From an optimization exercise on the open Yosys and OpenROAD flow, aimed at small area, a short achievable clock period and few clock cycles; shortcuts taken in it are not production practice.
Where RTL was checked, it was by simulation tests only, not by an equivalence proof against the original.
Power and IR drop assume default switching activity.

== v6 ==
==> flow/design.v (excerpt) <==
module FFT(
input clk,
input rst_n,
input in_valid,
input signed [11:0] din_r,
input signed [11:0] din_i,
output out_valid,
output signed [15:0] dout_r,
output signed [15:0] dout_i
);
integer k;
function [21:0] tc1;
    input [3:0] n;
    case (n)
        4'd0: tc1 = 22'b0000000000_000000_000010;   
        4'd1: tc1 = 22'b1100010101_000010_000010;   
        4'd2: tc1 = 22'b1111001111_000011_000011;   
        4'd3: tc1 = 22'b1010101100_000001_000011;   
        4'd4: tc1 = 22'b1011100000_000010_000100;   
        4'd5: tc1 = 22'b1010101100_000001_000011;   
        4'd6: tc1 = 22'b1111001111_000011_000011;   
        4'd7: tc1 = 22'b1100010101_000010_000010;   
        4'd8: tc1 = 22'b0000000000_000000_000010;   
        4'd9: tc1 = 22'b1100010101_000010_000010;   
        4'd10: tc1 = 22'b1111001111_000011_000011;   
        4'd11: tc1 = 22'b1010101100_000001_000011;   
        4'd12: tc1 = 22'b1011100000_000010_000100;   
        4'd13: tc1 = 22'b1010101100_000001_000011;   
        4'd14: tc1 = 22'b1111001111_000011_000011;   
        4'd15: tc1 = 22'b1100010101_000010_000010;   
        default: tc1 = 22'd0;
    endcase
endfunction
function [0:0] ts1;
    input [3:0] n;
    case (n)
        4'd0: ts1 = 1'b0;
        4'd1: ts1 = 1'b0;
        4'd2: ts1 = 1'b0;
        4'd3: ts1 = 1'b0;
        4'd4: ts1 = 1'b0;
        4'd5: ts1 = 1'b1;
        4'd6: ts1 = 1'b1;
        4'd7: ts1 = 1'b1;
        4'd8: ts1 = 1'b0;
        4'd9: ts1 = 1'b0;
        4'd10: ts1 = 1'b0;
        4'd11: ts1 = 1'b0;
        4'd12: ts1 = 1'b0;
        4'd13: ts1 = 1'b1;
        4'd14: ts1 = 1'b1;
        4'd15: ts1 = 1'b1;
        default: ts1 = 1'd0;
    endcase
endfunction
function [0:0] te1;
    input [3:0] n;
    case (n)
        4'd0: te1 = 1'b0;
        4'd1: te1 = 1'b0;
        4'd2: te1 = 1'b0;
        4'd3: te1 = 1'b0;
        4'd4: te1 = 1'b1;
        4'd5: te1 = 1'b0;
        4'd6: te1 = 1'b0;
        4'd7: te1 = 1'b0;
        4'd8: te1 = 1'b0;
        4'd9: te1 = 1'b0;
        4'd10: te1 = 1'b0;
        4'd11: te1 = 1'b0;
        4'd12: te1 = 1'b1;
        4'd13: te1 = 1'b0;
        4'd14: te1 = 1'b0;
        4'd15: te1 = 1'b0;
        default: te1 = 1'd0;
    endcase
endfunction
function [1:0] wr1;
    input [3:0] n;
    case (n)
        4'd0: wr1 = 2'b00;
        4'd1: wr1 = 2'b00;
  ...
clock: 12.0 ns
lec_check: 0
cap_margin: 20
core_margin: 2
core_utilization: 40
slew_margin: 20
standard.sh (not shown) runs the stock make flow with config.mk's settings and CLKGATE_MAP_FILE= SYNTH_SCRIPT=/design/flow/synth_recipe.tcl, a recipe that flattens the netlist after the stock synthesis.
==> flow/flow/run.sh <==
#!/bin/bash
# Layout flow: the standard flow (standard.sh, unchanged synthesis),
# with repair_timing aiming for 8.6 ns of setup slack and the port buffers
# made from buf_4 cells. Full tool output goes to standard.log.
set -e
bash standard.sh SETUP_SLACK_MARGIN=8.6 TNS_END_PERCENT=100 \
    'BUFFER_PORTS_ARGS=-buffer_cell sky130_fd_sc_hd__buf_4' finish > standard.log 2>&1
Modified inputs, v7 compared to v6
diff --git a/flow/design.v b/flow/design.v
--- a/flow/design.v
+++ b/flow/design.v
@@ -272,68 +272,72 @@
         2'd3: wr3 = 2'b10;
         default: wr3 = 2'd0;
     endcase
 endfunction
 reg [6:0] cnt;       
 reg       ov;
 localparam CW = 32;
 function [CW-1:0] ctlf;
     input [6:0] c;
     reg [6:0] i1, i2, i3, i4, i5, ja, jb, n1, n2, n3;
     begin
-        i1 = c;         n1 = c + 7'd2;
-        i2 = c - 7'd17; n2 = c - 7'd15;
-        i3 = c - 7'd26; n3 = c - 7'd24;
-        i4 = c - 7'd31;
-        i5 = c - 7'd34;
-        ja = c - 7'd35;
-        jb = c - 7'd50;
+        i1 = c - 7'd1;  n1 = c + 7'd1;
+        i2 = c - 7'd18; n2 = c - 7'd16;
+        i3 = c - 7'd27; n3 = c - 7'd25;
+        i4 = c - 7'd32;
+        i5 = c - 7'd35;
+        ja = c - 7'd36;
+        jb = c - 7'd51;
         ctlf = {i1[4], n1[3:0], te1(n1[3:0]), wr1(i1[3:0]),         
                 i2[3], n2[2:0], te2(n2[2:0]), wr2(i2[2:0]),         
                 i3[2], n3[1:0], te3(n3[1:0]), wr3(i3[1:0]),         
                 i4[1], i4[0], 1'b0,                                 
                 i5[0], ja[4] & ~ja[0], jb[3] & ~jb[1],              
                 5'd0};
     end
 endfunction
 reg [CW-1:0] ctl;
 always @(posedge clk or negedge rst_n) begin
     if (!rst_n) begin
         cnt <= 7'd0;
         ov  <= 1'b0;
         ctl <= ctlf(7'd0);
     end else begin
         if ((cnt != 7'd0 || in_valid) && cnt != 7'd127) cnt <= cnt + 7'd1;
         ctl <= (cnt != 7'd0 || in_valid) ? ctlf(cnt + 7'd1) : ctlf(7'd0);
-        if (cnt == 7'd56) ov <= 1'b1;
+        if (cnt == 7'd57) ov <= 1'b1;
     end
 end
 assign out_valid = ov;
 wire       ph1 = ctl[31];
 wire [3:0] m1  = ctl[30:27];
 wire       e1  = ctl[26];
 wire [1:0] w1  = ctl[25:24];
 wire       ph2 = ctl[23];
 wire [2:0] m2  = ctl[22:20];
 wire       e2  = ctl[19];
 wire [1:0] w2  = ctl[18:17];
 wire       ph3 = ctl[16];
 wire [1:0] m3  = ctl[15:14];
 wire       e3  = ctl[13];
 wire [1:0] w3  = ctl[12:11];
 wire       ph4 = ctl[10];
 wire [1:0] w4  = {ctl[9], 1'b0};
 wire       ph5 = ctl[7];
 wire       sela = ctl[6];
 wire       selb = ctl[5];
-wire signed [11:0] xr = din_r, xi = din_i;
+reg signed [11:0] xr, xi;
+always @(posedge clk) begin
+    xr <= din_r;
+    xi <= din_i;
+end
 reg signed [12:0] d1r [0:15];
 reg signed [12:0] d1i [0:15];
 wire signed [12:0] t1r = d1r[15], t1i = d1i[15];
 wire signed [12:0] f1r, f1i;
 bfd #(.W(13)) bf1 (.tr(t1r), .ti(t1i), .vr({xr[11], xr}), .vi({xi[11], xi}), .w(w1), .fr(f1r), .fi(f1i));
 always @(posedge clk) begin
     d1r[0] <= ph1 ? f1r : {xr[11], xr};
     d1i[0] <= ph1 ? f1i : {xi[11], xi};
     for (k = 1; k < 16; k = k + 1) begin
         d1r[k] <= d1r[k-1];
         d1i[k] <= d1i[k-1];
## What came out
Compared with v6, v7 shows wire length higher by about 1.2%. Diff v6 -> v7 | post-route worst hold slack | increase of 0.021 ns. Core area, v7 vs v6: up slightly. The insertion delay to the later sink of the worst-skew pair on v6 is in line with that on v7. Design area for v7: 0.58% up relative to v6.
No functional check of the RTL was part of any run of this note.

---

the previous run:
Another version of the RTL of FFT (not shown whole).
For scale: about 8800 cells after synthesis, about 60 I/O pins.
==> flow/config.mk <==
export PLATFORM = sky130hd
export DESIGN_NAME = FFT
export DESIGN_NICKNAME = FFT
export VERILOG_FILES = /design/flow/design.v
export SDC_FILE = /design/flow/constraint.sdc
export NUM_CORES = 4
export LEC_CHECK = 0
export CAP_MARGIN = 20
export CORE_MARGIN = 2
export CORE_UTILIZATION = 40
export SLEW_MARGIN = 20
==> flow/constraint.sdc <==
create_clock -name core_clock -period 12.0 [get_ports {clk}]
set_input_delay 2.4000 -clock core_clock [delete_from_list [all_inputs] [get_ports {clk}]]
set_output_delay 2.4000 -clock core_clock [all_outputs]
set_load 0.01 [all_outputs]
==> flow/flow/run.sh <==
#!/bin/bash
# Layout flow: the standard flow (standard.sh, unchanged synthesis),
# with repair_timing aiming for 8.25 ns of setup slack and the port buffers
# made from buf_4 cells. Full tool output goes to standard.log.
set -e
bash standard.sh SETUP_SLACK_MARGIN=8.25 TNS_END_PERCENT=100 \
    'BUFFER_PORTS_ARGS=-buffer_cell sky130_fd_sc_hd__buf_4' finish > standard.log 2>&1
The previous run finished every step from synthesis to the final layout, and the layout passed the timing, DRC and antenna checks.
Relative to the previous run, the following input files were edited for the current run:
diff --git a/flow/design.v b/flow/design.v
--- a/flow/design.v
+++ b/flow/design.v
@@ -350,35 +350,37 @@
 tpa #(.W(14)) ta1 (.vr(d1r[13]), .vi(d1i[13]), .e(e1), .r1(r1r), .r2(r1i));
 reg [21:0] a1c;
 reg a1s;
 always @(posedge clk) begin
     a1c <= tc1(m1); a1s <= ts1(m1);
 end
 wire [19:0] b1sr, b1cr, b1si, b1ci;
 twb #(.RW(14), .PW(20)) tw1 (.r1(d1r14), .r2(d1i14),
     .ben(a1c[21]), .bneg(a1c[20]), .cen(a1c[19]), .cneg(a1c[18]), .den(a1c[17]),
     .e16(a1c[16]), .e32(a1c[15]), .fen(a1c[14]), .f8(a1c[13]), .fneg(a1c[12]),
     .kr(a1c[11:6]), .ki(a1c[5:0]), .sr(b1sr), .cr(b1cr), .si(b1si), .ci(b1ci));
 reg [19:0] q1sr, q1cr, q1si, q1ci;
+reg q1s;
 always @(posedge clk) begin
-    q1sr <= a1s ? b1si : b1sr; q1cr <= a1s ? b1ci : b1cr;
-    q1si <= a1s ? b1sr : b1si; q1ci <= a1s ? b1cr : b1ci;
+    q1sr <= b1sr; q1cr <= b1cr; q1si <= b1si; q1ci <= b1ci;
+    q1s <= a1s;
 end
 wire [19:0] g1ar = ph1 ? {t1r[12], t1r, 6'd0} : q1sr, g1br = ph1 ? {xr[11], xr[11], xr, 6'd0} : q1cr;
 wire [19:0] g1ai = ph1 ? {t1i[12], t1i, 6'd0} : q1si, g1bi = ph1 ? {xi[11], xi[11], xi, 6'd0} : q1ci;
 wire [19:0] h1r = g1ar + g1br, h1i = g1ai + g1bi;
+wire sw1 = q1s & ~ph1;
 reg signed [19:0] o1r, o1i;
 always @(posedge clk) begin
-    o1r <= h1r;
-    o1i <= h1i;
+    o1r <= sw1 ? h1i : h1r;
+    o1i <= sw1 ? h1r : h1i;
 end
 reg signed [20:0] d2r [0:5];
 reg signed [20:0] d2i [0:5];
 reg signed [21:0] d2r6, d2i6, d2r7, d2i7;
 wire signed [20:0] t2r = d2r7[20:0], t2i = d2i7[20:0];
 wire signed [20:0] f2r, f2i;
 bfd #(.W(21)) bf2 (.tr(t2r), .ti(t2i), .vr({o1r[19], o1r}), .vi({o1i[19], o1i}), .w(w2), .fr(f2r), .fi(f2i));
 always @(posedge clk) begin
     d2r[0] <= ph2 ? f2r : o1r;
     d2i[0] <= ph2 ? f2i : o1i;
     for (k = 1; k < 6; k = k + 1) begin
         d2r[k] <= d2r[k-1];
@@ -391,35 +393,37 @@
 tpa #(.W(22)) ta2 (.vr(d2r[5]), .vi(d2i[5]), .e(e2), .r1(r2r), .r2(r2i));
 reg [21:0] a2c;
 reg a2s;
 always @(posedge clk) begin
     a2c <= tc2(m2); a2s <= ts2(m2);
 end
 wire [26:0] b2sr, b2cr, b2si, b2ci;
 twb #(.RW(22), .PW(27)) tw2 (.r1(d2r6), .r2(d2i6),
     .ben(a2c[21]), .bneg(a2c[20]), .cen(a2c[19]), .cneg(a2c[18]), .den(a2c[17]),
     .e16(a2c[16]), .e32(a2c[15]), .fen(a2c[14]), .f8(a2c[13]), .fneg(a2c[12]),
     .kr(a2c[11:6]), .ki(a2c[5:0]), .sr(b2sr), .cr(b2cr), .si(b2si), .ci(b2ci));
 reg [26:0] q2sr, q2cr, q2si, q2ci;
+reg q2s;
 always @(posedge clk) begin
-    q2sr <= a2s ? b2si : b2sr; q2cr <= a2s ? b2ci : b2cr;
-    q2si <= a2s ? b2sr : b2si; q2ci <= a2s ? b2cr : b2ci;
+    q2sr <= b2sr; q2cr <= b2cr; q2si <= b2si; q2ci <= b2ci;
+    q2s <= a2s;
 end
 wire [26:0] g2ar = ph2 ? {t2r, 6'd0} : q2sr, g2br = ph2 ? {o1r[19], o1r, 6'd0} : q2cr;
 wire [26:0] g2ai = ph2 ? {t2i, 6'd0} : q2si, g2bi = ph2 ? {o1i[19], o1i, 6'd0} : q2ci;
 wire [26:0] h2r = g2ar + g2br, h2i = g2ai + g2bi;
+wire sw2 = q2s & ~ph2;
 reg signed [20:0] o2r, o2i;
 always @(posedge clk) begin
-    o2r <= h2r[26:6];
-    o2i <= h2i[26:6];
+    o2r <= sw2 ? h2i[26:6] : h2r[26:6];
+    o2i <= sw2 ? h2r[26:6] : h2i[26:6];
 end
 reg signed [21:0] d3r [0:1];
 reg signed [21:0] d3i [0:1];
 reg signed [22:0] d3r2, d3i2, d3r3, d3i3;
 wire signed [21:0] t3r = d3r3[21:0], t3i = d3i3[21:0];
 wire signed [21:0] f3r, f3i;
 bfd #(.W(22)) bf3 (.tr(t3r), .ti(t3i), .vr({o2r[20], o2r}), .vi({o2i[20], o2i}), .w(w3), .fr(f3r), .fi(f3i));
 always @(posedge clk) begin
     d3r[0] <= ph3 ? f3r : o2r;
     d3i[0] <= ph3 ? f3i : o2i;
     d3r[1] <= d3r[0];
     d3i[1] <= d3i[0];
### Flow results
- Summary of the current run over the previous run: total area of sequential cells level; proportion of power drawn by combinational gates has decreased; number of detailed-routing iterations run before antenna repair increased 1; multi-input combinational cell count -114.
- Any difference in area fraction of clock buffers and clock inverters between the current run and the previous run is small enough to ignore.
- Delta (the current run minus the previous run): floorplan die area has decreased; number of global-route vias before repair decreased by 2172 relative to the old numbers; logic depth of the worst setup path including buffers increased 14; setup fix buffers added after clock tree synthesis went up by about 44%; global-route track usage on met2 now sits lower.
- In the flow results for the current run and the previous run, the post-synthesis average cell area is larger on the previous run.
- For the previous run, the first element of the critical path was dout[5], unlike the current run, where it was ctl[23].
- Route | the current run vs the previous run | wire shorter in the current run
Testbench counts of the current run, summed over its fixed seeds: cycles 22,784.
Only the layout flow was run in the previous run; the RTL was not checked for function there.

---

Another version of the RTL of FFT (not shown whole).
For scale: ~8800 cells after synthesis, ~60 I/O pins.
==> flow/design.v (excerpt) <==
module FFT(
input clk,
input rst_n,
input in_valid,
input signed [11:0] din_r,
input signed [11:0] din_i,
output out_valid,
output signed [15:0] dout_r,
output signed [15:0] dout_i
);
clock: 12.0 ns
lec_check: 0
cap_margin: 20
core_margin: 2
core_utilization: 60
place_density: 0.7
slew_margin: 20
==> flow/flow/run.sh <==
#!/bin/bash
# Layout flow: the standard flow (standard.sh, unchanged synthesis),
# with repair_timing aiming for 8.35 ns of setup slack and the port buffers
# made from buf_4 cells. Full tool output goes to standard.log.
set -e
bash standard.sh CORE_UTILIZATION=60 PLACE_DENSITY=0.7 SETUP_SLACK_MARGIN=8.35 TNS_END_PERCENT=100 CTS_CLUSTER_SIZE=30 CTS_CLUSTER_DIAMETER=80 \
    'BUFFER_PORTS_ARGS=-buffer_cell sky130_fd_sc_hd__buf_4' finish > standard.log 2>&1
Next try:
--- a/flow/design.v
+++ b/flow/design.v
@@ -433,34 +433,31 @@
 wire [21:0] r2r, r2i;
 tpa #(.W(22)) ta2 (.vr(d2r[5]), .vi(d2i[5]), .e(e2), .r1(r2r), .r2(r2i));
 reg a2k2, a2k4;
 reg a2s;
 always @(posedge clk) begin
     a2k2 <= m2[0];        
     a2k4 <= te2k(m2); a2s <= ts2(m2);
 end
 wire [26:0] b2sr, b2cr, b2si, b2ci;
 twb2 #(.RW(22), .PW(27)) tw2 (.r1(d2r6), .r2(d2i6), .k2(a2k2), .k4(a2k4), .cj(a2s),
     .sr(b2sr), .cr(b2cr), .si(b2si), .ci(b2ci));
-wire [6:0] l2r = b2sr[5:0] + b2cr[5:0], l2i = b2si[5:0] + b2ci[5:0];
-reg [20:0] q2sr, q2cr, q2si, q2ci;
-reg q2lr, q2li, q2s;
+reg [26:0] q2sr, q2cr, q2si, q2ci;
+reg q2s;
 always @(posedge clk) begin
-    q2sr <= b2sr[26:6]; q2cr <= b2cr[26:6]; q2si <= b2si[26:6]; q2ci <= b2ci[26:6];
-    q2lr <= l2r[6]; q2li <= l2i[6];
+    q2sr <= b2sr; q2cr <= b2cr; q2si <= b2si; q2ci <= b2ci;
     q2s <= a2s;
 end
-wire [20:0] g2ar = pa2 ? t2r : q2sr, g2br = pa2 ? {o1r[19], o1r} : q2cr;
-wire [20:0] g2ai = pa2 ? t2i : q2si, g2bi = pa2 ? {o1i[19], o1i} : q2ci;
-wire [21:0] u2r = {g2ar, 1'b1} + {g2br, q2lr & ~pa2}, u2i = {g2ai, 1'b1} + {g2bi, q2li & ~pa2};
-wire [26:0] h2r = {u2r[21:1], 6'd0}, h2i = {u2i[21:1], 6'd0};
+wire [26:0] g2ar = pa2 ? {t2r, 6'd0} : q2sr, g2br = pa2 ? {o1r[19], o1r, 6'd0} : q2cr;
+wire [26:0] g2ai = pa2 ? {t2i, 6'd0} : q2si, g2bi = pa2 ? {o1i[19], o1i, 6'd0} : q2ci;
+wire [26:0] h2r = g2ar + g2br, h2i = g2ai + g2bi;
 wire cj2 = q2s & ~ph2;
 reg signed [20:0] o2r, o2i;
 always @(posedge clk) begin
     o2r <= h2r[26:6];
     o2i <= h2i[26:6] ^ {21{cj2}};
 end
 reg signed [21:0] d3r [0:1];
 reg signed [21:0] d3i [0:1];
 reg signed [22:0] d3r2, d3i2, d3r3, d3i3;
 wire signed [21:0] t3r = d3r3[21:0], t3i = d3i3[21:0];
 wire signed [21:0] f3r, f3i;
@@ -472,33 +469,29 @@
     d3i[1] <= d3i[0];
     d3r2 <= r3r; d3i2 <= r3i;
     d3r3 <= d3r2; d3i3 <= d3i2;
 end
 wire [22:0] r3r, r3i;
 tpa #(.W(23)) ta3 (.vr(d3r[1]), .vi(d3i[1]), .e(e3), .r1(r3r), .r2(r3i));
 reg a3k;
 always @(posedge clk) a3k <= te3(m3);
 wire [27:0] b3sr, b3cr, b3si, b3ci;
 t45 tm3r (.x(d3r2), .e(a3k), .s(b3sr), .c(b3cr));
 t45 tm3i (.x(d3i2), .e(a3k), .s(b3si), .c(b3ci));
-wire [6:0] l3r = b3sr[5:0] + b3cr[5:0], l3i = b3si[5:0] + b3ci[5:0];
-reg [21:0] q3sr, q3cr, q3si, q3ci;
-reg q3lr, q3li;
-always @(posedge clk) begin
-    q3sr <= b3sr[27:6]; q3cr <= b3cr[27:6]; q3si <= b3si[27:6]; q3ci <= b3ci[27:6];
-    q3lr <= l3r[6]; q3li <= l3i[6];
-end
-wire [21:0] g3ar = pa3 ? t3r : q3sr, g3br = pa3 ? {o2r[20], o2r} : q3cr;
-wire [21:0] g3ai = pa3 ? t3i : q3si, g3bi = pa3 ? {o2i[20], o2i} : q3ci;
-wire [22:0] u3r = {g3ar, 1'b1} + {g3br, q3lr & ~pa3}, u3i = {g3ai, 1'b1} + {g3bi, q3li & ~pa3};
-wire [27:0] h3r = {u3r[22:1], 6'd0}, h3i = {u3i[22:1], 6'd0};
+reg [27:0] q3sr, q3cr, q3si, q3ci;
+always @(posedge clk) begin
+    q3sr <= b3sr; q3cr <= b3cr; q3si <= b3si; q3ci <= b3ci;
+end
+wire [27:0] g3ar = pa3 ? {t3r, 6'd0} : q3sr, g3br = pa3 ? {o2r[20], o2r, 6'd0} : q3cr;
+wire [27:0] g3ai = pa3 ? {t3i, 6'd0} : q3si, g3bi = pa3 ? {o2i[20], o2i, 6'd0} : q3ci;
+wire [27:0] h3r = g3ar + g3br, h3i = g3ai + g3bi;
 reg signed [21:0] o3r, o3i;
 always @(posedge clk) begin
     o3r <= h3r[27:6];
     o3i <= h3i[27:6];
 end
 reg signed [21:0] d4r [0:1];
 reg signed [21:0] d4i [0:1];
 wire signed [21:0] t4r = d4r[1], t4i = d4i[1];
 wire signed [21:0] s4r = t4r + o3r, s4i = t4i + o3i;
 wire signed [21:0] f4r, f4i;
 bfd #(.W(22)) bf4 (.tr(t4r), .ti(t4i), .vr(o3r), .vi(o3i), .w(w4), .fr(f4r), .fi(f4i));
The changed run completed without violations.
Clock skew is about the same.
Final cell count fell slightly.
Via count fell by a few percent.
Sequential share of layout area rose by 0.56 points.
Die area is about the same.
Testbench counts after the change, summed over its fixed seeds: cycles 22,784.
The RTL of the first run of this note was laid out without a check of its function.

==> separate check: timing with driven ports <==
The flow's constraints put no driver on any port. The routed layouts listed below were extracted and timed again, unchanged, in two steps.
Step 1, drivers: a clkbuf_16 drives clk and a buf_2 each remaining input, both assumed.
Step 2 times the ports against the registers' clock, not the clock port: input delays grow and output delays shrink by t, the midpoint of the rising clock arrivals with the driver on.
Slacks: no drivers / after step 1 / after step 2; pairs: no drivers / after step 1.
| run | t, ns | setup slack, ns | worst hold slack (ns) | clock arrival spread, ns | cell pins on the clock port's net |
|---|---|---|---|---|---|
| v6 | 0.948 | 8.009 / 8.025 / 7.077 | 0.256 / 0.256 / 0.256 | 0.096 / 0.096 | 1 |
| v7 | 0.951 | 8.189 / 8.102 / 7.976 | 0.277 / 0.277 / 0.277 | 0.076 / 0.077 | 1 |
| the previous run | 0.968 | 8.216 / 8.128 / 8.268 | 0.267 / 0.267 / 0.267 | 0.119 / 0.119 | 1 |
| the current run | 0.931 | 8.183 / 8.123 / 7.952 | 0.289 / 0.289 / 0.289 | 0.113 / 0.113 | 1 |
| the first run of note 3 | 0.843 | 8.285 / 8.235 / 8.106 | 0.277 / 0.277 / 0.277 | 0.072 / 0.071 | 1 |
| the second run of note 3 | 0.825 | 8.329 / 8.256 / 8.033 | 0.309 / 0.309 / 0.309 | 0.069 / 0.069 | 1 |
After both steps setup and hold are still met in every run listed. The setup slack of v6, which loses most, moves by +0.016 ns with the drivers and by -0.932 ns with both steps.
